From an optimization exercise on the open Yosys and OpenROAD flow, aimed at small area and a short achievable clock period; shortcuts taken in it are not production practice. At most, simulation tests tie the RTL to the original design; equivalence was not proved. The RTL of runs 4 to 7 was laid out without a check of its function. Power figures rest on the tool's default switching activity, not on a simulated workload.

$ cat flow/design.v
`timescale 1ns / 1ns
module alu8_top(
    input            clk,
    input      [7:0] regA,
    input      [7:0] regB,
    input      [4:0] opcode,
    input      [7:0] flagsIn,
    output reg [7:0] res,
    output reg [7:0] flagsOut
);
    reg [7:0] regA_q, regB_q, flagsIn_q;
    reg [4:0] opcode_q;
    wire [7:0] res_d, flagsOut_d;
    alu8 u_alu(
        .regA(regA_q),
        .regB(regB_q),
        .opcode(opcode_q),
        .flagsIn(flagsIn_q),
        .res(res_d),
        .flagsOut(flagsOut_d)
    );
    always @(posedge clk) begin
        regA_q    <= regA;
        regB_q    <= regB;
        opcode_q  <= opcode;
        flagsIn_q <= flagsIn;
        res       <= res_d;
        flagsOut  <= flagsOut_d;
    end
endmodule

`timescale 1ns / 1ns
module alu8(
    input [7:0] regA, regB,
    input [4:0] opcode,
    input [7:0] flagsIn,
    output [7:0] res,
    output [7:0] flagsOut
);
    wire [7:0] A = regA;
    wire [7:0] B = regB;
    wire [4:0] op = opcode;
    wire cin = flagsIn[4];
    wire hin = flagsIn[5];
    wire nin = flagsIn[6];
    wire hi0 = ~op[4] & ~op[3];                         
    wire opAdd   = hi0 & ~op[2] & ~op[1];               
    wire opSub   = hi0 & ~op[2] & op[1];                
    wire opCP    = hi0 & op[2] & ~op[1] & ~op[0];       
    wire opAND   = hi0 & op[2] & ~op[1] & op[0];        
    wire opOR    = hi0 & op[2] & op[1] & ~op[0];        
    wire opXOR   = hi0 & op[2] & op[1] & op[0];         
    wire opRot   = ~op[4] & op[3];                      
    wire hi2 = op[4] & ~op[3];                          
    wire opSLA  = hi2 & (op[2:0] == 3'd0);
    wire opSRx  = hi2 & ~op[2] & (op[1] ^ op[0]);       
    wire opSWAP = hi2 & (op[2:0] == 3'd3);
    wire opBIT  = hi2 & (op[2:0] == 3'd4);
    wire opRES  = hi2 & (op[2:0] == 3'd5);
    wire opSET  = hi2 & (op[2:0] == 3'd6);
    wire opCCF  = hi2 & (op[2:0] == 3'd7);
    wire hi3 = op[4] & op[3];                           
    wire opSCF = hi3 & (op[2:0] == 3'd0);
    wire opDAA = hi3 & (op[2:0] == 3'd1);
    wire opCPL = hi3 & (op[2:0] == 3'd2);
    wire opArith = opAdd | opSub | opCP;
    wire sub     = opSub | opCP;
    wire opLeft  = (opRot & ~op[0]) | opSLA;
    wire opRight = (opRot & op[0]) | opSRx;
    wire daaLo = (~nin & A[3] & (A[2] | A[1])) | hin;
    wire [7:0] dOff = {1'b0, cin, cin, 1'b0, 1'b0, daaLo, daaLo, 1'b0} ^ {8{nin}};
    wire [7:0] bsel = 8'b1 << B[2:0];
    wire yB  = opAdd | opAND | opOR | opXOR;            
    wire yNB = sub;                                     
    wire [7:0] Y = ({8{yB}} & B) | ({8{yNB}} & ~B) | {8{opCPL}}
                 | ({8{opDAA}} & dOff) | ({8{opSET}} & bsel) | ({8{opRES}} & ~bsel);
    wire c0 = (opAdd & op[0] & cin) | (opSub & ~(op[0] & cin)) | opCP | (opDAA & nin);
    wire [7:0] g = A & Y;
    wire [7:0] t = A | Y;
    wire [7:0] p = A ^ Y;
    wire g0 = g[0] | (t[0] & c0);
    wire G10 = g[1] | (t[1] & g0);
    wire G32 = g[3] | (t[3] & g[2]), P32 = t[3] & t[2];
    wire G54 = g[5] | (t[5] & g[4]), P54 = t[5] & t[4];
    wire G76 = g[7] | (t[7] & g[6]), P76 = t[7] & t[6];
    wire G20 = g[2] | (t[2] & G10);
    wire G30 = G32 | (P32 & G10);
    wire G64 = g[6] | (t[6] & G54), P64 = t[6] & P54;
    wire G74 = G76 | (P76 & G54), P74 = P76 & P54;
    wire G40 = g[4] | (t[4] & G30);
    wire G50 = G54 | (P54 & G30);
    wire G60 = G64 | (P64 & G30);
    wire G70 = G74 | (P74 & G30);
    wire [8:0] c = {G70, G60, G50, G40, G30, G20, G10, g0, c0};
    wire [7:0] sum = p ^ c[7:0];
    wire sumZ = &(~(p ^ {t[6:0], c0}));
    wire lbit = ~op[4] & (op[2] ? A[7] : cin);
    wire rbit = op[4] ? (~op[1] & A[7]) : (op[2] ? A[0] : cin);
    wire sumEn = opAdd | opSub | opDAA;
    wire [7:0] other =
          ({8{opAND | opRES}} & g)
        | ({8{opOR | opSET}} & t)
        | ({8{opXOR | opCPL}} & p)
        | ({8{opLeft}} & {A[6:0], lbit})
        | ({8{opRight}} & {rbit, A[7:1]})
        | ({8{opSWAP}} & {A[3:0], A[7:4]});
    assign res = ({8{sumEn}} & sum) | other;
    wire bitZ = ~A[B[2:0]];
    wire otherZEn = opAND | opOR | opXOR | (opRot & ~op[1]) | opSLA | opSRx | opSWAP;
    wire fZ = (opArith & sumZ) | (otherZEn & ~|other) | ((opBIT | opDAA) & bitZ);
    wire fN = sub | opCPL | (opDAA & nin);
    wire fH = (opArith & (c[4] ^ sub)) | opAND | opCPL;
    wire fC = (opArith & (c[8] ^ sub)) | (opLeft & A[7]) | (opRight & A[0]) | (opCCF & ~cin) | opSCF | (opDAA & nin);
    assign flagsOut = {fZ, fN, fH, fC, 4'b0};
endmodule
$ cat flow/flow/run.sh
#!/bin/bash
# Own layout flow: the standard ORFS flow (standard.sh), with
#  - adder-cell extraction (ADDER_MAP_FILE) off, so ABC maps all logic,
#  - ABC run with flow/abc.script instead of ORFS's abc_speed/abc_area,
#  - port buffers of a chosen cell, and CTS without dummy loads.
# Each tool's output goes to its own log under orfs/logs; make's output
# goes to flow_make.log.
set -o pipefail
HERE=$(pwd)
source "$HERE/flow/settings.sh"
# ORFS synth.tcl with only the ABC script changed
sed "s#log_cmd abc {\*}\$abc_args#log_cmd abc -script $HERE/flow/abc.script {*}[lrange \$abc_args 2 end]#" \
    "$FLOW_HOME/scripts/synth.tcl" > "$HERE/synth_mod.tcl"
grep -q "flow/abc.script" "$HERE/synth_mod.tcl" || { echo "synth.tcl patch failed"; exit 1; }
# The standard flow's synthesis script, sourcing the patched synth.tcl
sed "s#\$::env(SCRIPTS_DIR)/synth.tcl#$HERE/synth_mod.tcl#" synth_recipe.tcl > "$HERE/my_synth.tcl"
grep -q "synth_mod.tcl" "$HERE/my_synth.tcl" || { echo "synth_recipe.tcl patch failed"; exit 1; }
bash standard.sh SYNTH_SCRIPT="$HERE/my_synth.tcl" ADDER_MAP_FILE= \
    "BUFFER_PORTS_ARGS=$BUFFER_PORTS_ARGS" "CTS_ARGS=$CTS_ARGS" $EXTRA finish > flow_make.log 2>&1
$ cat flow/flow/abc.script
strash
dch
map -B 0.9
topo
stime -c
buffer -c
upsize -c
dnsize -c
$ cat flow/flow/settings.sh
BUFFER_PORTS_ARGS="-buffer_cell sky130_fd_sc_hd__buf_1"
CTS_ARGS="-sink_clustering_enable -repair_clock_nets -dont_use_dummy_load"
EXTRA=""
EXTRA="SETUP_MOVE_SEQUENCE=unbuffer,sizeup,swap"
$ cat flow/standard.sh
#!/bin/bash
# synth_recipe.tcl (not shown) runs the flow's synth.tcl, then flattens the netlist and writes it again
# the make line also repeats each setting of config.mk as NAME=value (left out here)
make -C /OpenROAD-flow-scripts/flow DESIGN_CONFIG=/design/flow/config.mk WORK_HOME=/design/flow/orfs CLKGATE_MAP_FILE= SYNTH_SCRIPT=/design/flow/synth_recipe.tcl "${@:-finish}"
$ cat flow/config.mk
export PLATFORM = sky130hd
export DESIGN_NAME = alu8_top
export DESIGN_NICKNAME = alu8_top
export VERILOG_FILES = /design/flow/design.v
export SDC_FILE = /design/flow/constraint.sdc
export NUM_CORES = 4
export LEC_CHECK = 0
export CAP_MARGIN = 20
export CORE_MARGIN = 2
export CORE_UTILIZATION = 40
export SETUP_SLACK_MARGIN = 3.8
export SLEW_MARGIN = 20
$ cat flow/constraint.sdc
create_clock -name core_clock -period 6.0 [get_ports {clk}]
set_input_delay 1.2000 -clock core_clock [delete_from_list [all_inputs] [get_ports {clk}]]
set_output_delay 1.2000 -clock core_clock [all_outputs]
set_load 0.01 [all_outputs]
==> qor.yml, run 1 <==
setup_path:
  crit_type: "flip-flop to flip-flop"
  crit_chain: "inv_2, nand3_1, o21ai_1, o21ai_0, o21ai_0, a21oi_1, nand3_1, nor2_2, nand2_1, nor2_1, nand3_1, nand3_1"
  rr_endpoint: "flagsOut[7]$_DFF_P_"
  r2r_cells: 12
  r2r_start: "opcode_q[2]$_DFF_P_"
  start_kind: "flip-flop"
  cp_slowest_cell: "o21ai_1"
  required_ps: 6170
  cp_max_fo: 8
  cp.arrival_ps: 2320
  crit_path_end_kind: "flip-flop"
  slowest_delay_ps: 450
  crit_path_frequent_cell: "nand3_1"
  rrSetupSlack_ps: 3850
power_and_ir_drop:
  p_int_mw: 0.390
  p_clk_frac: 0.259
  irDropWorstVdd_mv: 0.104
  switching_share: 0.350
  total_power_mw: 0.599
  combPwrFrac: 0.283
  p_sw_mw: 0.209
  seq_power_share: 0.458
  leakage_nw: 1.38
  power_density_nw_per_um2: 203
timing:
  rsz0062_at_grt: "yes"
  finClkSkew_ps: 2.86
  max_slew_margin: 0.614
  setup_viol: 0
  final-max-slew-violation-count: 0
  period_needed_ps: 2150
  fin_crit_sh: 0.359
  final_hold_viol_count: 0
  max_freq_mhz: 465
  tightest_slew_ps: 579
  setup_tns_ps: 0
hold_path:
  hold_path_class: "flip-flop to flip-flop"
  hp-start: "regA_q[7]$_DFF_P_"
  hold-path-cell-count: 2
  whs_endpoint: "flagsOut[4]$_DFF_P_"
synthesis:
  synth.most_common_cell: "nand2_1"
  synthTopCellsByArea: "dfxtp_1 (29%), nand2_1 (17%), nand3_1 (9.9%)"
  async_reset_ff_frac: 0
  synthCells: 403
  postSynthAreaPerCell_um2: 6.15
  yosysSeqAreaShare: 0.291
  ys_warn_count: 1
  synth_edf_count: 0
  yosys.area.top_type: "dfxtp_1"
  ys_ff_latch: 36
  ys_types: 32
  syn_area_um2: 2480
  synth_top_area_frac: 0.291
  synthFlopType: "dfxtp_1"
  synth_common_cells: "nand2_1 (111), nand3_1 (49), nor2_1 (43), dfxtp_1 (36), inv_1 (36)"
layout:
  drive_above_1_share: 0.175
  finalCoreUtilization: 0.494
  final_cells: 514
  layout.nets: 471
  diodes: 0
  area_delta_synth_final_pct: 18.7
detailed_routing:
  routed_via_density: 5.30
  num_vias: 2722
  wl_um: 7070
  routedWlPerCell_um: 13.7
  drc: 0
  dr.pass1.iters: 6
  drt_iter0_markers: 216
  ant_nets: 0
clocking:
  cts-buffers-inserted: 5
  clk_pin_slew_ps: 70
  postCtsSetupBuffers: 0
  clockBufferDepth: 2
  tritoncts: "yes"
  clk_latency_ps: 280
  cts.sinks: 36
  cts_root_buf: "clkbuf_8"
  htreeDepth: 2
run_status:
  status: "no timing/DRC/antenna violations"
die:
  fp-row-count: 28
  die-width_um: 82.7
  io_pins: 46
  dieArea_um2: 6850
  start_util: 0.416
  core-area_um2: 5960
  die_h_um: 82.7
placement:
  place_congestion: 0.940
  dp_hpwl_um: 5400
  placed_cells_incl_taps: 509
  port_buffers: 36
global_routing:
  grt_pass1_vias: 2287
  grt_pass1_wl_um: 11100
  grt_max_degree: 11
  grt-ovfl-total: 0
  antenna_found_initial: 0
  track_usage: 0.215
job:
  drv.max_cap_violation_count: 0
[area by class of cell]
cell class                      instances  area [um^2]
Clock buffer                            5         68.8
Fill cell                             616         3010
Inverter                               48          190
Multi-Input combinational cell        314         1720
Sequential cell                        36          737
Tap cell                               75         93.8
Timing Repair Buffer                   36          135
[metrics by stage]
stage / area (um^2) / setup slack (ps) / hold slack (ps)
finish: 2940 / 3850 / 615
global route: 2940 / 3680 / 618
CTS: 2740 / 3840 / 604
detailed placement: 2660 / 3790 / 589
global placement: 2660 / 3760 / 589
floorplan: 2490 / 4190 / 501
[worst max-delay path by stage]
stage	start	endpoint	slack, ps
floorplan	opcode_q[1]$_DFF_P_	res[2]$_DFF_P_	4190
global placement	opcode_q[4]$_DFF_P_	res[7]$_DFF_P_	3760
detailed placement	opcode_q[1]$_DFF_P_	res[2]$_DFF_P_	3790
CTS	opcode_q[3]$_DFF_P_	res[7]$_DFF_P_	3840
global route	opcode_q[4]$_DFF_P_	res[6]$_DFF_P_	3680
finish	opcode_q[2]$_DFF_P_	flagsOut[7]$_DFF_P_	3850
[cells in the final DEF, fill, tap and decap left out, types with 5 or more instances in the layout]
cell	netlist	final
a21oi_1	18	17
buf_1	0	36
clkbuf_8	0	5
dfxtp_1	36	29
inv_1	36	36
inv_2	12	10
nand2_1	111	103
nand2_2	9	13
nand3_1	49	45
nand3_2	9	6
nand3_4	1	8
nor2_1	43	35
nor2_2	5	7
nor2_4	2	8
o21ai_0	15	13
o21ai_1	14	14
o22ai_1	10	10
[logic make-up after synthesis]
| group | count (synthesis) | synth area share |
|---|---|---|
| flip-flops | 36 | 0.291 |
| AND/OR/NAND/NOR | 244 | 0.460 |
| other | 1 | 0.00151 |
| XOR/XNOR | 3 | 0.0106 |
| multiplexers | 1 | 0.00404 |
| AO/OA/AOI/OAI | 62 | 0.136 |
| buffers and inverters | 56 | 0.0974 |
[routing by layer]
metal	wire, um	track usage	up-vias
met5	0	0	-
met4	188	0.0705	0
met3	561	0.0424	23
met2	3240	0.351	130
met1	3080	0.284	1182
li1	-	-	1387
[repair_timing]
| item | 4_1_cts | 5_1_grt |
|---|---|---|
| setup endpoints to repair | 5 | 10 |
| gates resized for setup | 4 | 54 |
| hold buffers | 0 | 0 |
| gates cloned | 0 | 0 |
| pin swaps | 1 | 15 |
[registers in the layout, summed over array words and instances (netlist names)]
name	cells
flagsIn_q	3
flagsOut	4
opcode_q	5
regA_q	8
regB_q	8
res	8
[critical path: cells and delay by family, from the launching register on]
family / cells / cell delay, ps
flip-flops: 1 / 400
AND/OR/NAND/NOR: 7 / 600
buffers and inverters: 1 / 150
AO/OA/AOI/OAI: 4 / 890
[power groups by stage]
| stage | Clock, mW | Sequential, mW | Combinational (mW) |
|---|---|---|---|
| CTS | 0.162 | 0.273 | 0.153 |
| detailed placement | 0 | 0.278 | 0.152 |
| finish | 0.155 | 0.274 | 0.170 |
| global route | 0.170 | 0.277 | 0.190 |
| floorplan | 0 | 0.278 | 0.114 |
| global placement | 0 | 0.278 | 0.150 |
==> run 2, diff against run 1 <==
==> flow/flow/settings.sh (replaced) <==
BUFFER_PORTS_ARGS="-buffer_cell sky130_fd_sc_hd__buf_1"
CTS_ARGS="-sink_clustering_enable -repair_clock_nets -dont_use_dummy_load"
EXTRA=""
EXTRA="SETUP_MOVE_SEQUENCE=unbuffer,sizeup,swap,buffer"
==> run 2 against run 1 <==
Compared with the run above:
- cell count is 2.9% higher
- critical endpoint unchanged
- count of clock-buffer cells in the layout stayed put
- still clean on timing, DRC and antenna
- combinational power is 4% higher
- critical path depth is 1 higher
- wire length is 4.1% higher
- critical path type unchanged
- largest power group unchanged
==> qor.yml, run 2 <==
detailed_routing:
  routed_via_density: 5.36  # +1.1%
  ant_nets: 0  # unchanged
  wl_um: 7360  # +4.1%
  dr.pass1.iters: 6  # unchanged
  num_vias: 2833  # +4.1%
  routedWlPerCell_um: 13.9  # +1.2%
  drc: 0  # unchanged
  drt_iter0_markers: 249  # +15%
die:
  core-area_um2: 5960  # unchanged
  die_h_um: 82.7  # unchanged
  die-width_um: 82.7  # unchanged
  dieArea_um2: 6850  # unchanged
  start_util: 0.416  # unchanged
  fp-row-count: 28  # unchanged
  io_pins: 46  # unchanged
power_and_ir_drop:
  irDropWorstVdd_mv: 0.0999  # -4.0%
  leakage_nw: 1.45  # +4.8%
  power_density_nw_per_um2: 199  # -2.1%
  total_power_mw: 0.604  # +0.87%
placement:
  dp_hpwl_um: 5400  # unchanged
  port_buffers: 36  # unchanged
  place_congestion: 0.940  # unchanged
synthesis:
  synthFlopType: "dfxtp_1"
  ys_types: 32  # unchanged
  synth_xor_area_frac: 0.0106  # unchanged
  synth_top_area_frac: 0.291  # unchanged
  postSynthAreaPerCell_um2: 6.15  # unchanged
  synth_common_cells: "nand2_1 (111), nand3_1 (49), nor2_1 (43), dfxtp_1 (36), inv_1 (36)"
  synth.most_common_cell: "nand2_1"
  ys_ff_latch: 36  # unchanged
  synth_compound_area_frac: 0.136  # unchanged
  synth_fa_ha_area_frac: 0  # unchanged
  async_reset_ff_frac: 0  # unchanged
  synth-simple-area-share: 0.460  # unchanged
  synthCells: 403  # unchanged
  synthMuxAreaShare: 0.00404  # unchanged
  yosys.area.top_type: "dfxtp_1"
  synth_edf_count: 0  # unchanged
  synth_top_family_by_area: "simple AND/OR/NAND/NOR gates"
  ys_warn_count: 1  # unchanged
  syn_area_um2: 2480  # unchanged
  synthTopCellsByArea: "dfxtp_1 (29%), nand2_1 (17%), nand3_1 (9.9%)"
  yosysSeqAreaShare: 0.291  # unchanged
setup_path:
  cp.arrival_ps: 2270  # -50 ps
  crit_type: "flip-flop to flip-flop"
  crit_path_frequent_cell: "nand3_1"
  start_kind: "flip-flop"
  cp_slowest_cell: "dfxtp_2"
  cp_max_fo: 7  # -1
  required_ps: 6170  # about the same
  crit_path_end_kind: "flip-flop"
  rrSetupSlack_ps: 3900  # +50 ps
  slowest_delay_ps: 430  # -20 ps
  crit_chain: "inv_2, nand2_2, nand2_1, o21ai_1, o21ai_0, o21ai_0, a21oi_1, nand3_1, nor2_2, nand2_1, nor2_1, nand3_1, nand3_1"
clocking:
  htreeDepth: 2  # unchanged
  cts.sinks: 36  # unchanged
  cts-buffers-inserted: 5  # unchanged
  clockBufferDepth: 2  # unchanged
  clk_pin_slew_ps: 70  # about the same
  cts_hold_buf: 0  # unchanged
  cts_root_buf: "clkbuf_8"
  tritoncts: "yes"
  clk_latency_ps: 280  # about the same
layout:
  drive_above_1_share: 0.207  # +0.0316
  final_common_cell: "nand2_1"
  n_fill_cell: 611  # -0.81%
  layout.nets: 486  # +3.2%
  area_delta_synth_final_pct: 22.4
  diodes: 0  # unchanged
  reg_top3: "regA_q (8), regB_q (8), res (8)"
  final_cell_mix: "nand2_1 (102), nand3_1 (46), inv_1 (36), buf_1 (36), nor2_1 (35)"
timing:
  period_needed_ps: 2100  # -52.2 ps
  setup_tns_ps: 0  # unchanged
  tightest_slew_ps: 592  # +13.7 ps
  final-max-slew-violation-count: 0  # unchanged
  fin_crit_sh: 0.350  # -0.00871
  rsz0062_at_grt: "yes"
  finClkSkew_ps: 2.23  # -0.636 ps
  setup_viol: 0  # unchanged
  max_slew_margin: 0.605  # -0.00915
  final_hold_viol_count: 0  # unchanged
  max_freq_mhz: 476  # +2.5%
global_routing:
  grt_pass1_wl_um: 11100  # unchanged
  grt_pass1_vias: 2287  # unchanged
  antenna_found_initial: 0  # unchanged
  grt_max_degree: 11  # unchanged
  grt-ovfl-total: 0  # unchanged
  track_usage: 0.215  # unchanged
job:
  drv.max_cap_violation_count: 0  # unchanged
run_status:
  status: "no timing/DRC/antenna violations"
hold_path:
  hold_path_class: "flip-flop to flip-flop"
-- run 2: cell counts after synthesis --
Identical to the previous run, type by type.
-- run 2: power breakdown --
group          leakage, nW  switching [mW]  internal [mW]
Sequential           0.303          0.0149          0.258
Combinational         1.11           0.115         0.0613
Clock               0.0359          0.0804         0.0748
-- run 2: layout make-up --
type,instances,area (um^2),area share
Multi-Input combinational cell,314,1700,0.561
Clock buffer,5,68.8,0.0227
Tap cell,75,93.8,0.0309
Sequential cell,36,738,0.243
Inverter,48,180,0.0594
Timing Repair Buffer,51,251,0.0829
-- run 2: per-layer routing --
metal	vias up	share of wire	global-route usage
met5	-	0	0
met4	0	0.025	0.0705
met3	27	0.082	0.0424
met2	145	0.47	0.351
met1	1247	0.42	0.284
li1	1414	-	-
-- run 2: worst paths after layout --
path                             from                   to  cells after the start
setup / recovery  opcode_q[0]$_DFF_P_  flagsOut[7]$_DFF_P_                     13
hold / removal      regA_q[7]$_DFF_P_  flagsOut[4]$_DFF_P_                      2
setup reg to reg  opcode_q[0]$_DFF_P_  flagsOut[7]$_DFF_P_                     13
hold reg to reg     regA_q[7]$_DFF_P_  flagsOut[4]$_DFF_P_                      2
-- run 2: timing repair --
action                                 CTS  global route
setup endpoints to repair                5            10
resized for setup                        4            51
buffers inserted                         0            15
pin swaps                                1            13
endpoints found under the hold margin    0             0
-- run 2: per-stage QoR --
| stage | hold WS [ps] | std cells | util | instance area [um^2] | setup WS (ps) |
|---|---|---|---|---|---|
| floorplan | 501 | 406 | - | 2490 | 4190 |
| global placement | 589 | 509 | 0.446 | 2660 | 3760 |
| detailed placement | 589 | 509 | 0.446 | 2660 | 3790 |
| CTS | 604 | 514 | 0.459 | 2740 | 3840 |
| global route | 618 | 529 | 0.509 | 3030 | 3720 |
| finish | 626 | 529 | 0.509 | 3030 | 3900 |
-- run 2: worst max-delay path: cells and delay by family, from the launching register on --
| family | cells | cell delay, ps |
|---|---|---|
| and+or+nand+nor | 8 | 640 |
| buffers and inverters | 1 | 110 |
| DFF | 1 | 430 |
| AOI/OAI and AO/OA | 4 | 820 |
-- run 2: cell families (layout without fill, tap and decap cells) --
family	count (synthesis)	after routing
buf+inv	56	104
xor+xnor	3	3
flops	36	36
other cells	1	4
simple gates	244	244
compound gates	62	62
mux	1	1
==> run 3, diff against run 2 <==
==> flow/flow/settings.sh (replaced) <==
BUFFER_PORTS_ARGS="-buffer_cell sky130_fd_sc_hd__buf_1"
CTS_ARGS="-sink_clustering_enable -repair_clock_nets -dont_use_dummy_load"
EXTRA=""
CTS_ARGS="-sink_clustering_enable -repair_clock_nets -dont_use_dummy_load -buf_list sky130_fd_sc_hd__clkbuf_4 -root_buf sky130_fd_sc_hd__clkbuf_4"
--- a/flow/config.mk
+++ b/flow/config.mk
@@ -9,4 +9,4 @@
 export CORE_MARGIN = 2
 export CORE_UTILIZATION = 40
-export SETUP_SLACK_MARGIN = 3.8
+export SETUP_SLACK_MARGIN = 3.6
 export SLEW_MARGIN = 20
==> run 3 against run 2 <==
Compared with the run above:
- still clean
- clock power fell by 26%
- sequential power barely moved
- combinational power fell by 12%
- wire length fell by 6.8%
- synthesized cell count did not move
- global-route usage barely moved
- total power fell by 10%
- utilization fell by 5.4 points
- critical path depth rose by 3
- via count fell by 4.8%
- critical path type unchanged
- largest cell class unchanged
- highest routed layer unchanged
==> qor.yml, run 3 <==
timing:
  rsz0062_at_grt: "no"
  max_slew_margin: 0.607  # +0.00150
  setup_tns_ps: 0  # unchanged
  setup_viol: 0  # unchanged
  timing.hold.ws_ps: 622  # -4.00 ps
  max_freq_mhz: 456  # -4.3%
  final-max-slew-violation-count: 0  # unchanged
  tightest_slew_ps: 590  # -2.25 ps
  period_needed_ps: 2190  # +93.5 ps
  final_hold_viol_count: 0  # unchanged
  finClkSkew_ps: 3.66  # +1.44 ps
  fin_crit_sh: 0.365  # +0.0156
detailed_routing:
  drc: 0  # unchanged
  routedWlPerCell_um: 13.3  # -4.3%
  dr.pass1.iters: 7  # +1
  ant_nets: 0  # unchanged
  routed_via_density: 5.24  # -2.2%
  drt_iter0_markers: 185  # -26%
  num_vias: 2698  # -4.8%
  wl_um: 6860  # -6.8%
layout:
  diodes: 0  # unchanged
  ff_latch_area_um2: 726  # -1.7%
  multi_input_area_um2: 1530  # -9.9%
  reg_top3: "regA_q (8), regB_q (8), res (8)"
  finalCoreUtilization: 0.455  # -0.0540
  layout.nets: 472  # -2.9%
  final_cell_mix: "nand2_1 (111), nand3_1 (49), nor2_1 (43), inv_1 (36), buf_1 (36)"
  final_common_cell: "nand2_1"
  drive_above_1_share: 0.118  # -0.0889
  area_delta_synth_final_pct: 9.38
  n_fill_cell: 635  # +3.9%
  stdcell_area_um2: 2710  # -11%
global_routing:
  antenna_found_initial: 0  # unchanged
  grt_util_met1: 0.290  # +0.00592
  met2_usage: 0.347  # -0.00403
  track_usage: 0.215  # -0.000454
  grt-ovfl-total: 0  # unchanged
  busiest_layer: "met2"
  grt_pass1_wl_um: 11100  # +0.50%
  grt_max_degree: 11  # unchanged
  grt_use_met3: 0.0424  # unchanged
  grt_pass1_vias: 2291  # +0.17%
power_and_ir_drop:
  irDropWorstVdd_mv: 0.0962  # -3.8%
  power_density_nw_per_um2: 200  # +0.31%
  total_power_mw: 0.542  # -10%
  leakage_nw: 1.33  # -8.3%
setup_path:
  crit_type: "flip-flop to flip-flop"
  cp_max_fo: 6  # -1
  cp.arrival_ps: 2420  # +150 ps
  start_kind: "flip-flop"
  required_ps: 6230  # +60 ps
  crit_path_end_kind: "flip-flop"
synthesis:
  synth_top_area_frac: 0.291  # unchanged
  synthTopCellsByArea: "dfxtp_1 (29%), nand2_1 (17%), nand3_1 (9.9%)"
  synth.most_common_cell: "nand2_1"
  async_reset_ff_frac: 0  # unchanged
  synthCells: 403  # unchanged
  ys_warn_count: 1  # unchanged
  yosys.area.top_type: "dfxtp_1"
  synthFlopType: "dfxtp_1"
  syn_area_um2: 2480  # unchanged
  ys_types: 32  # unchanged
  yosysSeqAreaShare: 0.291  # unchanged
  synth_edf_count: 0  # unchanged
  ys_ff_latch: 36  # unchanged
  synth_common_cells: "nand2_1 (111), nand3_1 (49), nor2_1 (43), dfxtp_1 (36), inv_1 (36)"
  postSynthAreaPerCell_um2: 6.15  # unchanged
die:
  dieArea_um2: 6850  # unchanged
  fp-row-count: 28  # unchanged
  io_pins: 46  # unchanged
  core-area_um2: 5960  # unchanged
  die-width_um: 82.7  # unchanged
  die_h_um: 82.7  # unchanged
  start_util: 0.416  # unchanged
run_status:
  status: "no timing/DRC/antenna violations"
clocking:
  htreeDepth: 2  # unchanged
  cts.sinks: 36  # unchanged
  tritoncts: "yes"
  cts_root_buf: "clkbuf_4"
  clk_latency_ps: 330  # +50 ps
  cts-buffers-inserted: 5  # unchanged
  clockBufferDepth: 2  # unchanged
  clk_pin_slew_ps: 100  # +30 ps
placement:
  placed_area_um2: 2660  # unchanged
  port_buffers: 36  # unchanged
  place_congestion: 0.940  # unchanged
  dp_hpwl_um: 5400  # unchanged
hold_path:
  hold_path_class: "flip-flop to flip-flop"
job:
  drv.max_cap_violation_count: 0  # unchanged
==> run 3: cell counts after synthesis <==
Identical to the previous run, type by type.
==> run 3: final cells by class <==
class                      count  area share
multi-input combinational    314       0.565
inverter                      48      0.0664
timing repair buffer          37      0.0526
clock buffer                   5      0.0138
sequential                    36       0.268
tap                           75      0.0346
==> run 3: logic make-up (layout without fill, tap and decap cells) <==
family / after synthesis / count (layout) / synth area share
mux: 1 / 1 / 0.00404
xor+xnor: 3 / 3 / 0.0106
simple gates: 244 / 244 / 0.460
flops: 36 / 36 / 0.291
compound gates: 62 / 62 / 0.136
other cells: 1 / 4 / 0.00151
buf+inv: 56 / 90 / 0.0974
==> run 3: final timing paths <==
check,from,end,slack (ps),cells after the start
setup / recovery,opcode_q[3]$_DFF_P_,res[7]$_DFF_P_,3810,16
hold / removal,regA_q[7]$_DFF_P_,flagsOut[4]$_DFF_P_,620,2
hold reg to reg,regA_q[7]$_DFF_P_,flagsOut[4]$_DFF_P_,620,2
setup reg to reg,opcode_q[3]$_DFF_P_,res[7]$_DFF_P_,3810,16
==> run 3: critical path, stage by stage (launching register included) <==
cell	delay, ps
dfxtp_1	490
nor2_4	90
buf_4	150
nand3_2	100
nand2_2	100
nand2_1	70
nand3_1	100
nor2_1	240
nand2_2	130
nand2_1	100
inv_2	40
nand3_2	90
nand2_2	100
nand2_1	90
nand3_1	60
nand3_1	80
nand2_1	50
==> run 3: what timing repair did <==
| item | CTS | global route |
|---|---|---|
| gates resized for setup | 0 | 5 |
| setup buffers | 0 | 1 |
| hold buffers | 0 | 0 |
| endpoints found under the setup margin | 0 | 7 |
==> run 3: layer usage <==
metal | share of wire | up-vias
met2 | 0.46 | 139
met1 | 0.44 | 1166
li1 | - | 1379
met3 | 0.086 | 14
met4 | 0.015 | 0
met5 | 0 | -
==> run 3: power by group <==
part           total [mW]  switching, mW  internal (mW)
Sequential          0.273         0.0147          0.258
Clock               0.114         0.0745         0.0392
Combinational       0.155          0.104         0.0514
==> run 3: stage by stage <==
step / cells / setup slack [ps]
6_report: 515 / 3810
3_5_place_dp: 509 / 3790
2_1_floorplan: 406 / 4190
4_1_cts: 514 / 3750
5_1_grt: 515 / 3610
3_3_place_gp: 509 / 3760
==> run 4, diff against run 3 <==
--- a/flow/design.v
+++ b/flow/design.v
@@ -105,5 +105,7 @@
         | ({8{opRight}} & {rbit, A[7:1]})
         | ({8{opSWAP}} & {A[3:0], A[7:4]});
-    assign res = ({8{sumEn}} & sum) | other;
+    wire [7:0] r1 = ({8{sumEn}} & ~p) | other;
+    wire [7:0] r0 = ({8{sumEn}} & p) | other;
+    assign res = (c[7:0] & r1) | (~c[7:0] & r0);
     wire bitZ = ~A[B[2:0]];
     wire otherZEn = opAND | opOR | opXOR | (opRot & ~op[1]) | opSLA | opSRx | opSWAP;
==> flow/flow/settings.sh (replaced) <==
BUFFER_PORTS_ARGS="-buffer_cell sky130_fd_sc_hd__buf_1"
CTS_ARGS="-sink_clustering_enable -repair_clock_nets -dont_use_dummy_load"
EXTRA=""
==> run 4 against run 3 <==
Compared with the run above:
- still clean
- worst setup slack improved by 23 ps
- maximum frequency is 1.0% higher
- clock skew up 15 ps
- via count is 0.96% lower
- critical endpoint is now flagsOut[4]$_DFF_P_
- largest cell class unchanged
==> qor.yml, run 4 <==
synthesis:
  yosys.area.top_type: "dfxtp_1"
  async_reset_ff_frac: 0  # unchanged
  ys_warn_count: 1  # unchanged
  synthFlopType: "dfxtp_1"
  ys_types: 37  # +16%
  synth_top_area_frac: 0.282  # -0.00868
  ys_ff_latch: 36  # unchanged
  synth_edf_count: 0  # unchanged
  yosysSeqAreaShare: 0.282  # -0.00868
  postSynthAreaPerCell_um2: 6.34  # +3.1%
  syn_area_um2: 2560  # +3.1%
  synthCells: 403  # unchanged
  synthTopCellsByArea: "dfxtp_1 (28%), nand2_1 (17%), nand3_1 (8.6%)"
  synth.most_common_cell: "nand2_1"
  synth_common_cells: "nand2_1 (116), nand3_1 (44), nor2_1 (38), dfxtp_1 (36), inv_1 (35)"
global_routing:
  grt_use_met3: 0.0317  # -0.0107
  antenna_found_initial: 0  # unchanged
  track_usage: 0.200  # -0.0147
  met2_usage: 0.316  # -0.0304
  grt_max_degree: 13  # +2
  busiest_layer: "met2"
  grt_util_met1: 0.273  # -0.0175
  grt_pass1_wl_um: 11200  # +0.87%
  grt-ovfl-total: 0  # unchanged
  grt_pass1_vias: 2348  # +2.5%
clocking:
  clk_pin_slew_ps: 70  # -30 ps
  cts_resized: 0  # unchanged
  clockBufferDepth: 2  # unchanged
  cts.sinks: 36  # unchanged
  cts_hold_buf: 0  # unchanged
  cts-buffers-inserted: 5  # unchanged
  cts_root_buf: "clkbuf_8"
  tritoncts: "yes"
  htreeDepth: 2  # unchanged
  postCtsSetupBuffers: 0  # unchanged
  clk_latency_ps: 300  # -30 ps
setup_path:
  crit_path_end_kind: "flip-flop"
  cp.arrival_ps: 2330  # -90 ps
  start_kind: "flip-flop"
  required_ps: 6160  # -70 ps
  crit_type: "flip-flop to flip-flop"
  cp_max_fo: 7  # +1
timing:
  max_freq_mhz: 461  # +1.0%
  tightest_slew_ps: 623  # +32.9 ps
  fin_crit_sh: 0.362  # -0.00376
  period_needed_ps: 2170  # -22.5 ps
  final-max-slew-violation-count: 0  # unchanged
  setup_viol: 0  # unchanged
  final_hold_viol_count: 0  # unchanged
  max_slew_margin: 0.579  # -0.0272
  setup_tns_ps: 0  # unchanged
  finClkSkew_ps: 18.8  # +15.1 ps
  rsz0062_at_grt: "no"
power_and_ir_drop:
  p_sw_mw: 0.205  # +6.3%
  seq_power_share: 0.461  # -0.043
  power_density_nw_per_um2: 210  # +5.3%
  irDropWorstVdd_mv: 0.0988  # +2.7%
  combPwrFrac: 0.279  # -0.007
  p_int_mw: 0.391  # +12%
  switching_share: 0.344  # -0.0119
  total_power_mw: 0.596  # +10%
  p_clk_frac: 0.260  # +0.050
  leakage_nw: 1.39  # +4.1%
detailed_routing:
  drt_iter0_markers: 230  # +24%
  ant_nets: 0  # unchanged
  dr.pass1.iters: 5  # -2
  wl_um: 6840  # -0.25%
  num_vias: 2672  # -0.96%
  routed_via_density: 5.17  # -1.3%
  routedWlPerCell_um: 13.2  # -0.63%
  drc: 0  # unchanged
die:
  io_pins: 46  # unchanged
  die_h_um: 83.9  # +1.5%
  core-area_um2: 6280  # +5.4%
  dieArea_um2: 7050  # +2.9%
  fp-row-count: 29  # +3.6%
  die-width_um: 83.9  # +1.5%
  start_util: 0.407  # -0.00917
placement:
  placed_area_um2: 2750  # +3.4%
  place_congestion: 0.946  # +0.60%
  dp_hpwl_um: 5520  # +2.3%
  port_buffers: 36  # unchanged
  placed_cells_incl_taps: 512  # +0.59%
layout:
  final_common_cell: "nand2_1"
  final_cell_mix: "nand2_1 (116), nand3_1 (44), nor2_1 (38), buf_1 (36), inv_1 (34)"
  area_delta_synth_final_pct: 10.9
  n_fill_cell: 691  # +8.8%
  final_cells: 517  # +0.39%
  finalCoreUtilization: 0.451  # -0.00400
  reg_top3: "regA_q (8), regB_q (8), res (8)"
  drive_above_1_share: 0.150  # +0.0318
  diodes: 0  # unchanged
  layout.nets: 472  # unchanged
  stdcell_area_um2: 2830  # +4.5%
run_status:
  status: "no timing/DRC/antenna violations"
hold_path:
  hold_path_class: "flip-flop to flip-flop"
job:
  drv.max_cap_violation_count: 0  # unchanged
[run 4: cell types whose count changed in the layout (fill, tap and decap cells not counted), sizes merged, moves of 4 or more]
cell,previous run,this run
nand2,121,127
a21oi,19,14
o22ai,10,6
xnor2,0,4
[run 4: worst paths after layout]
path,depth (start not counted),slack [ps],start,end
min reg2reg,3,670,regA_q[4]$_DFF_P_,res[5]$_DFF_P_
min,3,670,regA_q[4]$_DFF_P_,res[5]$_DFF_P_
max reg2reg,13,3830,opcode_q[0]$_DFF_P_,flagsOut[4]$_DFF_P_
max,13,3830,opcode_q[0]$_DFF_P_,flagsOut[4]$_DFF_P_
[run 4: layer usage]
metal,wire length [um],share of wire
met1,3090,0.45
met3,536,0.078
met2,3060,0.45
met5,0,0
met4,157,0.023
[run 4: cell families after synthesis]
logic type             count (synthesis)  synth area share
AO/OA/AOI/OAI                         63             0.149
buffers and inverters                 53            0.0871
flip-flops                            36             0.282
other                                  1           0.00147
XOR/XNOR                               6            0.0206
AND/OR/NAND/NOR                      244             0.460
[run 4: cell type report]
| type | instances | area, um^2 | area share |
|---|---|---|---|
| clock buffers | 5 | 68.8 | 0.0243 |
| inverters | 46 | 173 | 0.0609 |
| multi-input cells | 317 | 1630 | 0.577 |
| flip-flops and latches | 36 | 727 | 0.257 |
| well taps | 77 | 96.3 | 0.0340 |
| repair buffers | 36 | 135 | 0.0477 |
[run 4: power groups by stage]
stage                     registers, mW  clock network (mW)  logic [mW]
after floorplan                   0.281                   0       0.121
after global placement            0.280                   0       0.162
after detailed placement          0.280                   0       0.163
after CTS                         0.274               0.163       0.164
after global routing              0.277               0.173       0.186
final                             0.275               0.155       0.166
[run 4: worst max-delay path, cell delays in order (launching register included)]
cell     delay (ps)
dfxtp_2         420
inv_2            60
nand2_1         140
inv_2            80
nand2_2         170
nand2_1         130
nor2_1          170
nand2_1         110
nand2_1         150
nand2_1         140
a21oi_2         220
nand3_1         100
nand3_1          90
nand2_1          50
[run 4: metrics by stage]
| stage | setup WS, ps | hold WS (ps) |
|---|---|---|
| 2_1_floorplan | 4210 | 527 |
| 3_3_place_gp | 3740 | 639 |
| 3_5_place_dp | 3700 | 645 |
| 4_1_cts | 3680 | 677 |
| 5_1_grt | 3630 | 715 |
| 6_report | 3830 | 671 |
==> run 5, diff against run 4 <==
--- a/flow/design.v
+++ b/flow/design.v
@@ -71,6 +71,7 @@
     wire [7:0] dOff = {1'b0, cin, cin, 1'b0, 1'b0, daaLo, daaLo, 1'b0} ^ {8{nin}};
     wire [7:0] bsel = 8'b1 << B[2:0];
-    wire yB  = opAdd | opAND | opOR | opXOR;            
-    wire yNB = sub;                                     
+    wire mB  = op[2] ? (op[1] | op[0]) : ~op[1];
+    wire yB  = hi0 & mB;                                
+    wire yNB = hi0 & ~mB;                               
     wire [7:0] Y = ({8{yB}} & B) | ({8{yNB}} & ~B) | {8{opCPL}}
                  | ({8{opDAA}} & dOff) | ({8{opSET}} & bsel) | ({8{opRES}} & ~bsel);
@@ -105,7 +106,5 @@
         | ({8{opRight}} & {rbit, A[7:1]})
         | ({8{opSWAP}} & {A[3:0], A[7:4]});
-    wire [7:0] r1 = ({8{sumEn}} & ~p) | other;
-    wire [7:0] r0 = ({8{sumEn}} & p) | other;
-    assign res = (c[7:0] & r1) | (~c[7:0] & r0);
+    assign res = ({8{sumEn}} & sum) | other;
     wire bitZ = ~A[B[2:0]];
     wire otherZEn = opAND | opOR | opXOR | (opRot & ~op[1]) | opSLA | opSRx | opSWAP;
==> run 5 against run 4 <==
Compared with the run above:
- sequential share of layout area is 0.39 points higher
- critical path type unchanged
- still clean
- cell area is 1.7% lower
- highest routed layer unchanged
- total power hardly changed
- critical endpoint is now flagsOut[7]$_DFF_P_
==> qor.yml, run 5 <==
global_routing:
  grt_pass1_vias: 2328  # -0.85%
  grt_pass1_wl_um: 11600  # +3.0%
  track_usage: 0.229  # +0.0293
  grt_max_degree: 11  # -2
  antenna_found_initial: 0  # unchanged
  grt-ovfl-total: 0  # unchanged
timing:
  final-max-slew-violation-count: 0  # unchanged
  max_freq_mhz: 445  # -3.4%
  setup_tns_ps: 0  # unchanged
  max_slew_margin: 0.445  # -0.135
  fin_crit_sh: 0.374  # +0.0128
  finClkSkew_ps: 8.20  # -10.6 ps
  final_hold_viol_count: 0  # unchanged
  setup_viol: 0  # unchanged
  tightest_slew_ps: 824  # +202 ps
  period_needed_ps: 2250  # +76.6 ps
  rsz0062_at_grt: "yes"
layout:
  stdcell_area_um2: 2790  # -1.7%
  final_cell_mix: "nand2_1 (118), nor2_1 (43), inv_1 (41), buf_1 (36), nand3_1 (35)"
  layout.nets: 467  # -1.1%
  area_delta_synth_final_pct: 13.3
  diodes: 0  # unchanged
  finalCoreUtilization: 0.471  # +0.0192
  reg_top3: "regA_q (8), regB_q (8), res (8)"
  drive_above_1_share: 0.129  # -0.0213
  n_fill_cell: 642  # -7.1%
  final_common_cell: "nand2_1"
placement:
  port_buffers: 36  # unchanged
  dp_hpwl_um: 5620  # +1.8%
  place_congestion: 0.922  # -2.5%
  placed_area_um2: 2660  # -3.1%
detailed_routing:
  drt_iter0_markers: 252  # +9.6%
  ant_nets: 0  # unchanged
  dr.pass1.iters: 5  # unchanged
  num_vias: 2696  # +0.90%
  routed_via_density: 5.29  # +2.3%
  routedWlPerCell_um: 14.0  # +6.1%
  wl_um: 7160  # +4.6%
  drc: 0  # unchanged
synthesis:
  yosys.area.top_type: "dfxtp_1"
  syn_area_um2: 2460  # -3.8%
  ys_types: 37  # unchanged
  yosysSeqAreaShare: 0.293  # +0.0112
  async_reset_ff_frac: 0  # unchanged
  synth_common_cells: "nand2_1 (119), nor2_1 (46), inv_1 (41), dfxtp_1 (36), nand3_1 (36)"
  ys_ff_latch: 36  # unchanged
  postSynthAreaPerCell_um2: 6.21  # -2.1%
  synthTopCellsByArea: "dfxtp_1 (29%), nand2_1 (18%), nand3_1 (7.3%)"
  synth.most_common_cell: "nand2_1"
  synthCells: 396  # -1.7%
  synthFlopType: "dfxtp_1"
  synth_edf_count: 0  # unchanged
  synth_top_area_frac: 0.293  # +0.0112
  ys_warn_count: 1  # unchanged
die:
  start_util: 0.415  # +0.00804
  die_h_um: 82.4  # -1.8%
  io_pins: 46  # unchanged
  dieArea_um2: 6790  # -3.6%
  core-area_um2: 5920  # -5.7%
  die-width_um: 82.4  # -1.8%
  fp-row-count: 28  # -3.4%
clocking:
  cts_root_buf: "clkbuf_8"
  htreeDepth: 2  # unchanged
  tritoncts: "yes"
  cts_hold_buf: 0  # unchanged
  clk_latency_ps: 300  # about the same
  clockBufferDepth: 2  # unchanged
  postCtsSetupBuffers: 0  # unchanged
  clk_pin_slew_ps: 70  # about the same
  cts-buffers-inserted: 5  # unchanged
  cts.sinks: 36  # unchanged
job:
  drv.max_cap_violation_count: 0  # unchanged
run_status:
  status: "no timing/DRC/antenna violations"
setup_path:
  crit_type: "flip-flop to flip-flop"
  crit_path_end_kind: "flip-flop"
  cp_max_fo: 7  # unchanged
  start_kind: "flip-flop"
  cp.arrival_ps: 2490  # +160 ps
  required_ps: 6250  # +90 ps
hold_path:
  hold_path_class: "flip-flop to flip-flop"
power_and_ir_drop:
  power_density_nw_per_um2: 214  # +1.6%
  leakage_nw: 1.40  # +0.96%
  irDropWorstVdd_mv: 0.114  # +15%
-- run 5: stage by stage --
step	setup WS (ps)	power, mW	cells	hold WS [ps]
after detailed placement	3770	0.432	505	578
after global routing	3590	0.634	510	634
final	3750	0.595	510	580
after CTS	3740	0.592	510	593
after floorplan	4210	0.391	399	522
after global placement	3730	0.430	505	585
-- run 5: area by class of cell --
type / instances / area, um^2 / share of cell area
Clock buffer: 5 / 68.8 / 0.0247
Tap cell: 75 / 93.8 / 0.0337
Inverter: 46 / 173 / 0.0620
Timing Repair Buffer: 36 / 135 / 0.0485
Sequential cell: 36 / 726 / 0.260
Multi-Input combinational cell: 312 / 1590 / 0.571
-- run 5: cell families after synthesis --
family | synth area share
buffers and inverters | 0.0845
and+or+nand+nor | 0.446
xor gates and xnor gates | 0.0143
AOI/OAI and AO/OA | 0.161
DFF | 0.293
other | 0.00153
-- run 5: layer usage --
layer  share of wire  track usage  wire [um]
met1            0.47        0.319       3360
met2            0.45        0.358       3220
met3           0.066       0.0478        471
met4           0.013       0.0617         95
met5               0            0          0
-- run 5: worst paths after layout --
| kind | endpoint | from | depth (start not counted) | slack [ps] |
|---|---|---|---|---|
| max reg2reg | flagsOut[7]$_DFF_P_ | opcode_q[1]$_DFF_P_ | 12 | 3750 |
| max | flagsOut[7]$_DFF_P_ | opcode_q[1]$_DFF_P_ | 12 | 3750 |
| min | flagsOut[6]$_DFF_P_ | flagsIn_q[6]$_DFF_P_ | 2 | 580 |
| min reg2reg | flagsOut[6]$_DFF_P_ | flagsIn_q[6]$_DFF_P_ | 2 | 580 |
-- run 5: what timing repair did --
item	in CTS	in global routing
resized for setup	0	18
endpoints found under the setup margin	0	6
hold endpoints to repair	0	0
-- run 5: worst max-delay path, stage by stage, from the launching register on --
cell and delay [ps]:
dfxtp_2 440, inv_2 70, nand2_2 140, inv_1 110, o21ai_0 140, o21ai_0 320
inv_1 250, o22ai_1 90, a21oi_1 120, nand4_1 150, nor2_1 190, nand3_1 100
nand2_1 60
-- run 5: where the power goes --
group,total [mW],leakage (nW),internal (mW),switching (mW)
combinational,0.159,1.06,0.0528,0.106
clock,0.162,0.0359,0.0749,0.0874
sequential,0.274,0.302,0.259,0.0151
==> run 6, diff against run 5 <==
--- a/flow/design.v
+++ b/flow/design.v
@@ -71,9 +71,8 @@
     wire [7:0] dOff = {1'b0, cin, cin, 1'b0, 1'b0, daaLo, daaLo, 1'b0} ^ {8{nin}};
     wire [7:0] bsel = 8'b1 << B[2:0];
-    wire mB  = op[2] ? (op[1] | op[0]) : ~op[1];
-    wire yB  = hi0 & mB;                                
-    wire yNB = hi0 & ~mB;                               
+    wire yB  = opAdd | opAND | opOR | opXOR;            
+    wire yNB = sub;                                     
     wire [7:0] Y = ({8{yB}} & B) | ({8{yNB}} & ~B) | {8{opCPL}}
-                 | ({8{opDAA}} & dOff) | ({8{opSET}} & bsel) | ({8{opRES}} & ~bsel);
+                 | ({8{opDAA}} & dOff);
     wire c0 = (opAdd & op[0] & cin) | (opSub & ~(op[0] & cin)) | opCP | (opDAA & nin);
     wire [7:0] g = A & Y;
@@ -100,6 +99,7 @@
     wire sumEn = opAdd | opSub | opDAA;
     wire [7:0] other =
-          ({8{opAND | opRES}} & g)
-        | ({8{opOR | opSET}} & t)
+          ({8{opAND}} & g)
+        | ({8{opOR}} & t)
+        | ({8{opRES}} & (A & ~bsel)) | ({8{opSET}} & (A | bsel))
         | ({8{opXOR | opCPL}} & p)
         | ({8{opLeft}} & {A[6:0], lbit})
==> run 6 against run 5 <==
Compared with the run above:
- still clean
- clock power about the same
- global-route usage decreased by 2.5 points
- sequential power barely moved
- combinational power fell by 9%
- wire length down 1.6%
- maximum frequency is 3.4% higher
- critical path depth is the same
- die area increased by 3.1%
- total power decreased by 3.2%
- synthesized cell count increased by 1.5%
- cell area is essentially flat
- utilization shrank 2.5 points
- largest cell class unchanged
==> qor.yml, run 6 <==
clocking:
  clk_latency_ps: 290  # about the same
  tritoncts: "yes"
  cts_root_buf: "clkbuf_8"
  clockBufferDepth: 2  # unchanged
  cts-buffers-inserted: 5  # unchanged
  htreeDepth: 2  # unchanged
  clk_pin_slew_ps: 70  # about the same
  cts.sinks: 36  # unchanged
placement:
  place_ws_ps: 3680  # -85.3 ps
  dp_hpwl_um: 5400  # -3.9%
  placed_area_um2: 2710  # +1.8%
  place_congestion: 0.932  # +1.0%
  port_buffers: 36  # unchanged
setup_path:
  start_kind: "flip-flop"
  crit_end: "flagsOut[7]$_DFF_P_"
  cp_slowest_cell: "dfxtp_2"
  cp_num_cells: 12  # unchanged
  critPathBufInv: 1  # -2
  cp_top_family: "simple AND/OR/NAND/NOR gates"
  crit_path_end_kind: "flip-flop"
  cp.arrival_ps: 2350  # -140 ps
  crit_path_frequent_cell: "nand2_1"
  required_ps: 6180  # -70 ps
  critPathLaunch: "opcode_q[2]$_DFF_P_"
  cp_max_fo: 11  # +4
  r2r_cells: 12  # unchanged
  rr_endpoint: "flagsOut[7]$_DFF_P_"
  crit_chain: "inv_1, nand3_2, nand2_2, nand2_1, nand2_1, o21ai_1, nand2_1, xor2_1, nand2_1, nor2_1, a21oi_1, nand2_1"
  slowest_delay_ps: 450  # about the same
  crit_type: "flip-flop to flip-flop"
  rrSetupSlack_ps: 3830  # +70 ps
  r2r_start: "opcode_q[2]$_DFF_P_"
timing:
  final-max-slew-violation-count: 0  # unchanged
  setup_viol: 0  # unchanged
  setup_tns_ps: 0  # unchanged
  final_hold_viol_count: 0  # unchanged
  worst_slack_ps: 3830  # +73.9 ps
  rsz0062_at_grt: "no"
  max_freq_mhz: 460  # +3.4%
  tightest_slew_ps: 582  # -242 ps
  timing.hold.ws_ps: 677  # +96.4 ps
  period_needed_ps: 2170  # -73.9 ps
  max_slew_margin: 0.610  # +0.166
  fin_crit_sh: 0.362  # -0.0123
  finClkSkew_ps: 2.95  # -5.25 ps
job:
  drv.max_cap_violation_count: 0  # unchanged
synthesis:
  synth_top_family_by_area: "simple AND/OR/NAND/NOR gates"
  ys_warn_count: 1  # unchanged
  ys_ff_latch: 36  # unchanged
  syn_area_um2: 2540  # +3.3%
  postSynthAreaPerCell_um2: 6.32  # +1.8%
  yosysSeqAreaShare: 0.284  # -0.00939
  synthTopCellsByArea: "dfxtp_1 (28%), nand2_1 (17%), nand3_1 (7.1%)"
  synthFlopType: "dfxtp_1"
  synth_common_cells: "nand2_1 (114), nor2_1 (46), dfxtp_1 (36), nand3_1 (36), inv_1 (34)"
  async_reset_ff_frac: 0  # unchanged
  synth_compound_area_frac: 0.140  # -0.0204
  synth_xor_area_frac: 0.0172  # +0.00299
  synth.most_common_cell: "nand2_1"
  yosys.area.top_type: "dfxtp_1"
  synthCells: 402  # +1.5%
  synth_top_area_frac: 0.284  # -0.00939
  synthMuxAreaShare: 0  # unchanged
  synth_fa_ha_area_frac: 0  # unchanged
  ys_types: 38  # +2.7%
  synth-simple-area-share: 0.465  # +0.0187
  synth_edf_count: 0  # unchanged
layout:
  final_cell_mix: "nand2_1 (114), nor2_1 (46), nand3_1 (36), buf_1 (36)"
  layout.nets: 468  # +0.21%
  n_fill_cell: 668  # +4.0%
  diodes: 0  # unchanged
  area_delta_synth_final_pct: 9.61
  drive_above_1_share: 0.133  # +0.00429
  ff_latch_area_um2: 723  # -0.34%
  reg_top3: "regA_q (8), regB_q (8), res (8)"
  final_common_cell: "nand2_1"
  multi_input_area_um2: 1600  # +0.31%
  stdcell_area_um2: 2780  # about the same
hold_path:
  hold_path_class: "flip-flop to flip-flop"
die:
  fp-row-count: 29  # +3.6%
  die_h_um: 83.7  # +1.6%
  dieArea_um2: 7000  # +3.1%
  io_pins: 46  # unchanged
  core-area_um2: 6240  # +5.4%
  die-width_um: 83.7  # +1.6%
  start_util: 0.407  # -0.00828
detailed_routing:
  routed_via_density: 5.28  # about the same
  drt_iter0_markers: 229  # -9.1%
  ant_nets: 0  # unchanged
  num_vias: 2710  # +0.52%
  wl_um: 7040  # -1.6%
  drc: 0  # unchanged
  dr.pass1.iters: 5  # unchanged
  routedWlPerCell_um: 13.7  # -2.2%
power_and_ir_drop:
  power_density_nw_per_um2: 207  # -3.1%
  p_int_mw: 0.381  # -1.4%
  total_power_mw: 0.576  # -3.2%
  p_sw_mw: 0.195  # -6.6%
  seq_power_share: 0.475  # +0.015
  leakage_nw: 1.29  # -8.0%
  p_clk_frac: 0.275  # +0.002
  combPwrFrac: 0.249  # -0.019
  irDropWorstVdd_mv: 0.0977  # -14%
  switching_share: 0.339  # -0.0122
global_routing:
  grt_max_degree: 12  # +1
  grt_pass1_wl_um: 11400  # -1.3%
  antenna_found_initial: 0  # unchanged
  track_usage: 0.204  # -0.0253
  grt_pass1_vias: 2297  # -1.3%
  grt-ovfl-total: 0  # unchanged
run_status:
  status: "no timing/DRC/antenna violations"
## run 6: what timing repair did
item                                   CTS  global route
endpoints found under the hold margin    0             0
hold buffers                             0             0
setup buffers                            0             0
setup endpoints to repair                0             8
gates resized for setup                  0             2
## run 6: routing by layer
metal	part of all wire	global-route usage	wire [um]	vias up
met1	0.46	0.289	3240	1204
met4	0.019	0.0543	133	0
met2	0.45	0.319	3140	115
li1	-	-	-	1380
met3	0.075	0.0376	525	11
met5	0	0	0	-
## run 6: metrics by stage
stage,util,cells
detailed placement,0.435,508
global route,0.446,513
CTS,0.446,513
floorplan,-,405
global placement,0.435,508
finish,0.446,513
## run 6: cell families after synthesis
| family | Yosys count |
|---|---|
| AOI/OAI and AO/OA | 60 |
| xor gates and xnor gates | 5 |
| buffers and inverters | 54 |
| DFF | 36 |
| other | 1 |
| and+or+nand+nor | 246 |
## run 6: worst min-delay path by stage
| stage | to | start | slack (ps) | cells past startpoint |
|---|---|---|---|---|
| 3_5_place_dp | flagsOut[4]$_DFF_P_ | regA_q[7]$_DFF_P_ | 660 | 2 |
| 6_report | flagsOut[4]$_DFF_P_ | regA_q[7]$_DFF_P_ | 680 | 2 |
| 2_1_floorplan | flagsOut[4]$_DFF_P_ | regA_q[7]$_DFF_P_ | 520 | 2 |
| 5_1_grt | flagsOut[4]$_DFF_P_ | regA_q[7]$_DFF_P_ | 740 | 2 |
| 3_3_place_gp | flagsOut[4]$_DFF_P_ | regA_q[7]$_DFF_P_ | 660 | 2 |
| 4_1_cts | flagsOut[4]$_DFF_P_ | regA_q[7]$_DFF_P_ | 680 | 2 |
## run 6: power groups by stage
stage	clock [mW]	combinational [mW]	sequential, mW
final	0.159	0.144	0.274
after floorplan	0	0.107	0.278
after detailed placement	0	0.142	0.279
after global routing	0.176	0.161	0.276
after global placement	0	0.141	0.279
after CTS	0.161	0.142	0.273
## run 6: worst reg2reg max path, stage by stage, from the launching register on
cell	delay [ps]
dfxtp_2	450
inv_1	160
nand3_2	120
nand2_2	190
nand2_1	120
nand2_1	80
o21ai_1	290
nand2_1	170
xor2_1	170
nand2_1	70
nor2_1	40
a21oi_1	150
nand2_1	60
## run 6: layout make-up
| class | count | area share |
|---|---|---|
| Timing Repair Buffer | 36 | 0.0485 |
| Sequential cell | 36 | 0.260 |
| Multi-Input combinational cell | 315 | 0.573 |
| Tap cell | 77 | 0.0346 |
| Clock buffer | 5 | 0.0247 |
| Inverter | 44 | 0.0593 |
==> run 7, diff against run 6 <==
--- a/flow/design.v
+++ b/flow/design.v
@@ -71,9 +71,10 @@
     wire [7:0] dOff = {1'b0, cin, cin, 1'b0, 1'b0, daaLo, daaLo, 1'b0} ^ {8{nin}};
     wire [7:0] bsel = 8'b1 << B[2:0];
-    wire yB  = opAdd | opAND | opOR | opXOR;            
-    wire yNB = sub;                                     
+    wire mB  = op[2] ? (op[1] ^ op[0]) : ~op[1];
+    wire yB  = hi0 & mB;                                
+    wire yNB = hi0 & ~mB;                               
     wire [7:0] Y = ({8{yB}} & B) | ({8{yNB}} & ~B) | {8{opCPL}}
-                 | ({8{opDAA}} & dOff);
-    wire c0 = (opAdd & op[0] & cin) | (opSub & ~(op[0] & cin)) | opCP | (opDAA & nin);
+                 | ({8{opDAA}} & dOff) | ({8{opSET}} & bsel) | ({8{opRES}} & ~bsel);
+    wire c0 = (opAdd & op[0] & cin) | (opSub & ~(op[0] & cin)) | opCP | opXOR | (opDAA & nin);
     wire [7:0] g = A & Y;
     wire [7:0] t = A | Y;
@@ -99,8 +100,8 @@
     wire sumEn = opAdd | opSub | opDAA;
     wire [7:0] other =
-          ({8{opAND}} & g)
-        | ({8{opOR}} & t)
-        | ({8{opRES}} & (A & ~bsel)) | ({8{opSET}} & (A | bsel))
-        | ({8{opXOR | opCPL}} & p)
+          ({8{opAND | opRES}} & g)
+        | ({8{opOR | opSET}} & t)
+        | ({8{opXOR}} & ~p)
+        | ({8{opCPL}} & p)
         | ({8{opLeft}} & {A[6:0], lbit})
         | ({8{opRight}} & {rbit, A[7:1]})
@@ -108,6 +109,10 @@
     assign res = ({8{sumEn}} & sum) | other;
     wire bitZ = ~A[B[2:0]];
-    wire otherZEn = opAND | opOR | opXOR | (opRot & ~op[1]) | opSLA | opSRx | opSWAP;
-    wire fZ = (opArith & sumZ) | (otherZEn & ~|other) | ((opBIT | opDAA) & bitZ);
+    wire [7:0] sh = ({8{opLeft}} & {A[6:0], lbit})
+                  | ({8{opRight}} & {rbit, A[7:1]})
+                  | ({8{opSWAP}} & {A[3:0], A[7:4]});
+    wire zShift = ((opRot & ~op[1]) | opSLA | opSRx | opSWAP) & ~|sh;
+    wire zLogic = (opAND & ~|(A & B)) | (opOR & ~|(A | B));
+    wire fZ = ((opArith | opXOR) & sumZ) | zShift | zLogic | ((opBIT | opDAA) & bitZ);
     wire fN = sub | opCPL | (opDAA & nin);
     wire fH = (opArith & (c[4] ^ sub)) | opAND | opCPL;
==> run 7 against run 6 <==
Compared with the run above:
- still clean on timing, DRC and antenna
- clock power about the same
- count of clock-buffer cells in the layout unchanged
- cell area increased by 5.6%
- sequential power about the same
==> qor.yml, run 7 <==
clocking:
  cts_root_buf: "clkbuf_8"
  htreeDepth: 2  # unchanged
  clk_pin_slew_ps: 70  # about the same
  clockBufferDepth: 2  # unchanged
  cts-buffers-inserted: 5  # unchanged
  cts_hold_buf: 0  # unchanged
  cts.sinks: 36  # unchanged
  clk_latency_ps: 290  # about the same
  tritoncts: "yes"
power_and_ir_drop:
  p_clk_frac: 0.270  # -0.005
  seq_power_share: 0.470  # -0.005
  power_density_nw_per_um2: 200  # -3.6%
  total_power_mw: 0.587  # +1.9%
  leakage_nw: 1.38  # +7.3%
  combPwrFrac: 0.260  # +0.011
  p_int_mw: 0.385  # +0.97%
  switching_share: 0.345  # +0.00570
  irDropWorstVdd_mv: 0.0976  # about the same
  p_sw_mw: 0.202  # +3.6%
synthesis:
  synth_common_cells: "nand2_1 (125), nor2_1 (51), inv_1 (49), dfxtp_1 (36), nand3_1 (34)"
  async_reset_ff_frac: 0  # unchanged
  synth.most_common_cell: "nand2_1"
  yosys.area.top_type: "dfxtp_1"
  synthCells: 424  # +5.5%
  synth_edf_count: 0  # unchanged
  yosysSeqAreaShare: 0.281  # -0.00291
  postSynthAreaPerCell_um2: 6.05  # -4.2%
  ys_ff_latch: 36  # unchanged
  synth_top_area_frac: 0.281  # -0.00291
  synthTopCellsByArea: "dfxtp_1 (28%), nand2_1 (18%), nor2_1 (7.5%)"
  synthFlopType: "dfxtp_1"
  syn_area_um2: 2570  # +1.0%
  ys_warn_count: 1  # unchanged
  ys_types: 39  # +2.6%
die:
  fp-row-count: 29  # unchanged
  core-area_um2: 6280  # +0.58%
  die-width_um: 84.1  # +0.49%
  start_util: 0.409  # +0.00183
  die_h_um: 84.1  # +0.49%
  io_pins: 46  # unchanged
  dieArea_um2: 7070  # +0.98%
layout:
  stdcell_area_um2: 2940  # +5.6%
  reg_top3: "regA_q (8), regB_q (8), res (8)"
  drive_above_1_share: 0.114  # -0.0186
  multi_input_area_um2: 1640  # +2.9%
  n_fill_cell: 684  # +2.4%
  final_common_cell: "nand2_1"
  layout.nets: 495  # +5.8%
  final_cell_mix: "nand2_1 (120), nor2_1 (49), inv_1 (48), buf_1 (36), nand3_1 (33)"
  ff_latch_area_um2: 738  # +2.1%
  diodes: 0  # unchanged
  final_cells: 540  # +5.3%
  area_delta_synth_final_pct: 14.6
timing:
  worst_slack_ps: 3730  # -93.4 ps
  finClkSkew_ps: 4.29  # +1.35 ps
  final_hold_viol_count: 0  # unchanged
  final-max-slew-violation-count: 0  # unchanged
  max_slew_margin: 0.539  # -0.0716
  max_freq_mhz: 441  # -4.1%
  rsz0062_at_grt: "yes"
  setup_tns_ps: 0  # unchanged
  tightest_slew_ps: 687  # +104 ps
  period_needed_ps: 2270  # +93.4 ps
  fin_crit_sh: 0.378  # +0.0156
  setup_viol: 0  # unchanged
global_routing:
  grt_max_degree: 11  # -1
  grt_pass1_wl_um: 12600  # +11%
  grt-ovfl-total: 0  # unchanged
  track_usage: 0.224  # +0.0203
  grt_pass1_vias: 2655  # +16%
  antenna_found_initial: 0  # unchanged
placement:
  placed_area_um2: 2750  # +1.3%
  dp_hpwl_um: 6070  # +12%
  placed_cells_incl_taps: 530  # +4.3%
  place_ws_ps: 3460  # -217 ps
  place_congestion: 0.937  # +0.55%
  port_buffers: 36  # unchanged
detailed_routing:
  routed_via_density: 5.39  # +2.0%
  routedWlPerCell_um: 14.3  # +4.3%
  drt_iter0_markers: 229  # unchanged
  dr.pass1.iters: 5  # unchanged
  ant_nets: 0  # unchanged
  drc: 0  # unchanged
  num_vias: 2910  # +7.4%
  wl_um: 7730  # +9.8%
setup_path:
  cp_max_fo: 8  # -3
  start_kind: "flip-flop"
  cp.arrival_ps: 2430  # +80 ps
  crit_end: "flagsOut[4]$_DFF_P_"
  crit_path_end_kind: "flip-flop"
  r2r_cells: 14  # +2
  critPathLaunch: "opcode_q[4]$_DFF_P_"
  rrSetupSlack_ps: 3730  # -90 ps
  r2r_start: "opcode_q[4]$_DFF_P_"
  crit_type: "flip-flop to flip-flop"
  required_ps: 6160  # -20 ps
  rr_endpoint: "flagsOut[4]$_DFF_P_"
job:
  drv.max_cap_violation_count: 0  # unchanged
hold_path:
  hold_path_class: "flip-flop to flip-flop"
run_status:
  status: "no timing/DRC/antenna violations"
-- run 7: cell count changes after synthesis, moves of 3 or more --
| cell | delta |
|---|---|
| nor4_1 | +5 |
| inv_1 | +15 |
| nand4_1 | +5 |
| a22oi_1 | +3 |
| nand4_2 | -4 |
| a21oi_1 | -11 |
| o21ai_0 | +6 |
| a211oi_1 | +3 |
| nand2_1 | +11 |
| nor3_1 | +4 |
| o211ai_1 | +3 |
| nand2_2 | -12 |
| nor2_1 | +5 |
-- run 7: through the flow --
step | hold WS, ps | utilization
finish | 663 | 0.468
global route | 690 | 0.468
CTS | 669 | 0.451
detailed placement | 645 | 0.438
global placement | 645 | 0.438
floorplan | 519 | -
-- run 7: area by class of cell --
type,count,share of cell area
inverter,58,0.0757
clock buffer,5,0.0234
sequential,36,0.251
tap,77,0.0328
timing repair buffer,41,0.0587
multi-input combinational,323,0.558
-- run 7: how the worst min path moves through the flow --
stage	start	end	slack [ps]	cells after the start
3_3_place_gp	regA_q[0]$_DFF_P_	flagsOut[4]$_DFF_P_	640	2
3_5_place_dp	regA_q[0]$_DFF_P_	flagsOut[4]$_DFF_P_	640	2
2_1_floorplan	regA_q[0]$_DFF_P_	flagsOut[4]$_DFF_P_	520	2
6_report	regA_q[0]$_DFF_P_	flagsOut[4]$_DFF_P_	660	2
4_1_cts	regA_q[0]$_DFF_P_	flagsOut[4]$_DFF_P_	670	2
5_1_grt	regA_q[0]$_DFF_P_	flagsOut[4]$_DFF_P_	690	2
-- run 7: cell families (layout without fill, tap and decap cells) --
| logic type | count (synthesis) | in the layout | synth area share |
|---|---|---|---|
| compound gates | 67 | 67 | 0.169 |
| xor+xnor | 4 | 4 | 0.0137 |
| buf+inv | 68 | 104 | 0.110 |
| flops | 36 | 36 | 0.281 |
| other cells | 1 | 4 | 0.00146 |
| simple gates | 248 | 248 | 0.425 |
-- run 7: critical path, stage by stage (launching register included) --
cell     delay, ps
dfxtp_4        390
nor2_4         220
inv_1           80
nor2_1         280
o21ai_0        190
nand4_1        180
nand2_1         90
nand3_1         90
nand3_1        110
nand2_2        150
nand2_1         80
nand2_1         60
nand2_1         50
nand3_1         80
nand2_1         80
-- run 7: timing repair --
action / CTS / global route
setup buffers: 0 / 5
gates resized for setup: 7 / 22
setup endpoints to repair: 3 / 9
pin swaps: 0 / 5
-- run 7: power by group through the flow --
stage	clock, mW	combinational, mW	sequential (mW)
6_report	0.158	0.153	0.276
3_3_place_gp	0	0.142	0.280
3_5_place_dp	0	0.143	0.280
5_1_grt	0.173	0.172	0.278
2_1_floorplan	0	0.107	0.278
4_1_cts	0.162	0.145	0.275
-- run 7: metal layers --
layer  routed length (um)  vias to the layer above  track usage  share of wire
li1                     -                     1478            -              -
met1                 3420                     1299        0.290           0.44
met2                 3570                      117        0.372           0.46
met3                  534                       16       0.0346          0.069
met4                  201                        0       0.0909          0.026
met5                    0                        -            0              0

## afterwards: timing with drivers on the ports
In the flow no input, the clock included, has a driving cell. The finished layouts below were timed again as built, in two steps.
Step 1 assumes that a clkbuf_16 drives the clock port and a buf_2 every other input.
Step 2 times the ports against the registers' clock, not the clock port: input delays grow and output delays shrink by t, the midpoint of the rising clock arrivals with the driver on.
a / b / c = no drivers / after step 1 / after step 2; a / b = the first two.
| run | shift t [ns] | setup WS [ns] | worst setup path after step 2 |
|---|---|---|---|
| run 1 | 0.314 | 3.848 / 3.848 / 3.848 | register to register |
| run 2 | 0.314 | 3.901 / 3.901 / 3.901 | register to register |
| run 3 | 0.355 | 3.807 / 3.807 / 3.807 | register to register |
| run 4 | 0.316 | 3.830 / 3.830 / 3.830 | register to register |
| run 5 | 0.324 | 3.753 / 3.753 / 3.753 | register to register |
| run 6 | 0.317 | 3.827 / 3.827 / 3.827 | register to register |
| run 7 | 0.322 | 3.734 / 3.734 / 3.734 | register to register |
After both steps every run listed still meets setup and hold.
